This is an optimization exercise on Yosys and OpenROAD, whose aim is small area, a short achievable clock period and few clock cycles per item, not a production implementation. Only simulation tests tie the RTL to the original design; equivalence was not proved. Power and IR drop assume default switching activity.

==> flow/design.v <==
module sha1_round (
  input  [31:0] au,
  input  [31:0] av,
  input  [31:0] b,
  input  [31:0] c,
  input  [31:0] d,
  input  [31:0] zs,
  input  [31:0] zc,
  input         f_ch,      
  input         f_maj,     
  output [31:0] au_n,
  output [31:0] av_n
);
  wire [27:0] lo  = {1'b0, au[26:0]} + {1'b0, av[26:0]};
  wire [4:0]  th0 = au[31:27] + av[31:27];
  wire [4:0]  th1 = au[31:27] + av[31:27] + 5'd1;
  wire [4:0]  th  = lo[27] ? th1 : th0;
  wire [31:0] f = f_ch  ? ((b & c) | (~b & d)) :
                  f_maj ? ((b & c) | (b & d) | (c & d)) : (b ^ c ^ d);
  wire [31:0] u = {au[26:0], th};
  wire [31:0] v = {av[26:0], 5'b0};
  wire [31:0] s1 = zs ^ zc ^ v;
  wire [31:0] c1 = {(zs[30:0] & zc[30:0]) | (zs[30:0] & v[30:0]) | (zc[30:0] & v[30:0]), 1'b0};
  wire [31:0] s2 = s1 ^ c1 ^ f;
  wire [31:0] c2 = {(s1[30:0] & c1[30:0]) | (s1[30:0] & f[30:0]) | (c1[30:0] & f[30:0]), 1'b0};
  assign au_n = s2 ^ c2 ^ u;
  assign av_n = {(s2[30:0] & c2[30:0]) | (s2[30:0] & u[30:0]) | (c2[30:0] & u[30:0]), 1'b0};
endmodule
module top (
  input          clk,
  input          rstn,
  input          start,
  input          use_prev_cv,
  input  [511:0] data_i,
  input  [159:0] cv,
  output         busy,
  output         out_valid,
  output [159:0] cv_next
);
  reg         busy_r, valid_r;
  reg [6:0]   cnt;              
  reg         ph_ch, ph_maj;    
  reg [1:0]   phn;              
  reg         x_en;             
  reg         en4, en3, en2, last;
  reg [511:0] win;              
  reg [31:0]  au, av, b, c, d;  
  reg [31:0]  zs, zc;           
  reg [31:0]  ha, hb;           
  reg [31:0]  fx;               
  reg         pre_last;         
  reg [159:0] res;              
  wire idle = ~busy_r & ~valid_r;
  assign busy = busy_r;
  assign out_valid = valid_r;
  assign cv_next = res;
  wire [159:0] hv = use_prev_cv ? res : cv;
  function [31:0] kconst(input [1:0] p);
    case (p)
      2'd0: kconst = 32'h5A827999;
      2'd1: kconst = 32'h6ED9EBA1;
      2'd2: kconst = 32'h8F1BBCDC;
      default: kconst = 32'hCA62C1D6;
    endcase
  endfunction
  wire [31:0] au_n, av_n;
  sha1_round u_rnd (.au(au), .av(av), .b(b), .c(c), .d(d), .zs(zs), .zc(zc),
                    .f_ch(ph_ch), .f_maj(ph_maj), .au_n(au_n), .av_n(av_n));
  wire [31:0] a_full = au + av;
  wire [31:0] wx = win[32*13 +: 32] ^ win[32*8 +: 32] ^ win[32*2 +: 32] ^
                   win[31:0];
  wire        use_gen = ~idle & (cnt >= 7'd14);
  wire [3:0]  wsel = idle ? 4'd1 : cnt[3:0] + 4'd2;
  reg  [31:0] wd;
  integer n;
  always @* begin
    wd = 32'd0;
    for (n = 1; n < 16; n = n + 1)
      wd = wd | (data_i[511-32*n -: 32] & {32{~use_gen && wsel == n}});
  end
  wire [31:0] wn = wd | ({wx[30:0], wx[31]} & {32{use_gen}});
  wire [31:0] kn = kconst(phn);
  wire [31:0] xg = x_en ? hb : 32'd0;
  wire [31:0] w1 = win[511:480];
  wire [31:0] p1 = d ^ w1 ^ xg;
  wire [31:0] q1 = {(d[30:0] & w1[30:0]) | (d[30:0] & xg[30:0]) | (w1[30:0] & xg[30:0]), 1'b0};
  wire [31:0] zs_n = p1 ^ q1 ^ kn;
  wire [31:0] zc_n = {(p1[30:0] & q1[30:0]) | (p1[30:0] & kn[30:0]) | (q1[30:0] & kn[30:0]), 1'b0};
  wire [31:0] e0 = hv[31:0];
  wire [31:0] w0 = data_i[511:480];
  wire [31:0] k0 = kconst(2'd0);
  wire [31:0] zs_0 = e0 ^ w0 ^ k0;
  wire [31:0] zc_0 = {(e0[30:0] & w0[30:0]) | (e0[30:0] & k0[30:0]) | (w0[30:0] & k0[30:0]), 1'b0};
  wire [31:0] fy = fx + ha;
  wire [6:0] cnt_n = idle ? 7'd0 : cnt + 7'd1;
  reg  [31:0] ha_n;
  always @* begin
    case (cnt[1:0])
      2'd0: ha_n = hv[31:0];       
      2'd1: ha_n = hv[63:32];      
      2'd2: ha_n = hv[95:64];      
      default: ha_n = hv[127:96];  
    endcase
  end
  always @(posedge clk or negedge rstn)
    if (!rstn) begin
      busy_r  <= 1'b0;
      valid_r <= 1'b0;
    end else begin
      busy_r  <= (idle & start) | (busy_r & ~last);
      valid_r <= (busy_r & last) | (valid_r & start);
    end
  always @(posedge clk) begin
    cnt    <= cnt_n;
    ph_ch  <= cnt_n < 7'd20;
    ph_maj <= cnt_n >= 7'd40 && cnt_n < 7'd60;
    phn    <= cnt_n < 7'd19 ? 2'd0 : cnt_n < 7'd39 ? 2'd1 : cnt_n < 7'd59 ? 2'd2 : 2'd3;
    x_en   <= cnt_n == 7'd78;
    en4    <= cnt_n == 7'd77;
    en3    <= cnt_n == 7'd78;
    en2    <= cnt_n == 7'd79;
    last   <= cnt_n == 7'd80;
    pre_last <= cnt_n == 7'd79;
    fx     <= pre_last ? a_full : {a_full[1:0], a_full[31:2]};
    ha     <= ha_n;
    hb     <= hv[159:128];
    if (idle) begin
      win <= {wn, data_i[511:480], win[479:32]};
      au  <= hv[159:128];
      av  <= 32'd0;
      b   <= hv[127:96];
      c   <= hv[95:64];
      d   <= hv[63:32];
      zs  <= zs_0;
      zc  <= zc_0;
    end else begin
      win <= {wn, win[511:32]};
      au  <= au_n;
      av  <= av_n;
      b   <= a_full;
      c   <= {b[1:0], b[31:2]};
      d   <= c;
      zs  <= zs_n;
      zc  <= zc_n;
    end
    if (busy_r) begin
      if (en4)  res[31:0]    <= fy;
      if (en3)  res[63:32]   <= fy;
      if (en2)  res[95:64]   <= fy;
      if (last) res[127:96]  <= fy;
      if (last) res[159:128] <= a_full;
    end
  end
endmodule
clock: 6.0 ns
lec_check: 0
cap_margin: 20
core_margin: 2
core_utilization: 40
setup_slack_margin: 3
slew_margin: 20
run.sh (not shown) runs the stock make flow with config.mk's settings and CLKGATE_MAP_FILE= SYNTH_SCRIPT=/design/flow/synth_recipe.tcl, a recipe that flattens the netlist after the stock synthesis.
Testbench counts at the start, summed over its fixed seeds: cycles 39,840, blocks 480.
Next try:
==> flow/flow/run.sh (new file) <==
#!/bin/bash
# The standard ORFS layout (standard.sh, unchanged synthesis), with one
# change: the I/O port buffers that placement inserts are buf_1 cells
# (buffer_ports -buffer_cell) rather than the default choice; repair_design
# still resizes them where a port drives a large load.
# Full make/tool output goes to standard.log; ORFS also keeps per-step logs
# under orfs/logs/.
set -uo pipefail
export BUFFER_PORTS_ARGS="-buffer_cell sky130_fd_sc_hd__buf_1"
bash standard.sh finish > standard.log 2>&1
status=$?
tail -n 20 standard.log
exit $status
==> flow/standard.sh (new file) <==
#!/bin/bash
# synth_recipe.tcl (not shown) runs the flow's synth.tcl, then flattens the netlist and writes it again
# the make line also repeats each setting of config.mk as NAME=value (left out here)
make -C /OpenROAD-flow-scripts/flow DESIGN_CONFIG=/design/flow/config.mk WORK_HOME=/design/flow/orfs CLKGATE_MAP_FILE= SYNTH_SCRIPT=/design/flow/synth_recipe.tcl "${@:-finish}"
removed: flow/run.sh
=>
- hold slack is worse by 0.012 ns
- total power drops by 0.44%
- clock-buffer cell count drops by 9
- wire length shrinks by 2.6%
- synthesized area stays the same
- register-to-register slack stays flat
- combinational power barely changes

-- re-timing with driven ports --
How much do the figures lean on ideal ports? The routed layouts below were timed once more, with nothing changed but the port constraints. Step 1: set_driving_cell puts a clkbuf_16 on clk and a buf_2 on each other input, an assumption about the parent block. Step 2 times the ports against the registers' clock, not the clock port: input delays grow and output delays shrink by t, the midpoint of the rising clock arrivals with the driver on. a / b / c = ideal / step 1 / step 2; a / b = the first two.
| run | shift t [ns] | setup WS [ns] | clock arrival spread, ns |
|---|---|---|---|
| the first run | 0.745 | 2.802 / 2.802 / 2.449 | 0.033 / 0.032 |
| the second run | 0.750 | 2.795 / 2.795 / 2.398 | 0.040 / 0.039 |
After both steps setup and hold are still met in every run listed. For the second run, which loses most, drivers alone change the setup slack by 0.000 ns; drivers and shift together by -0.397 ns.
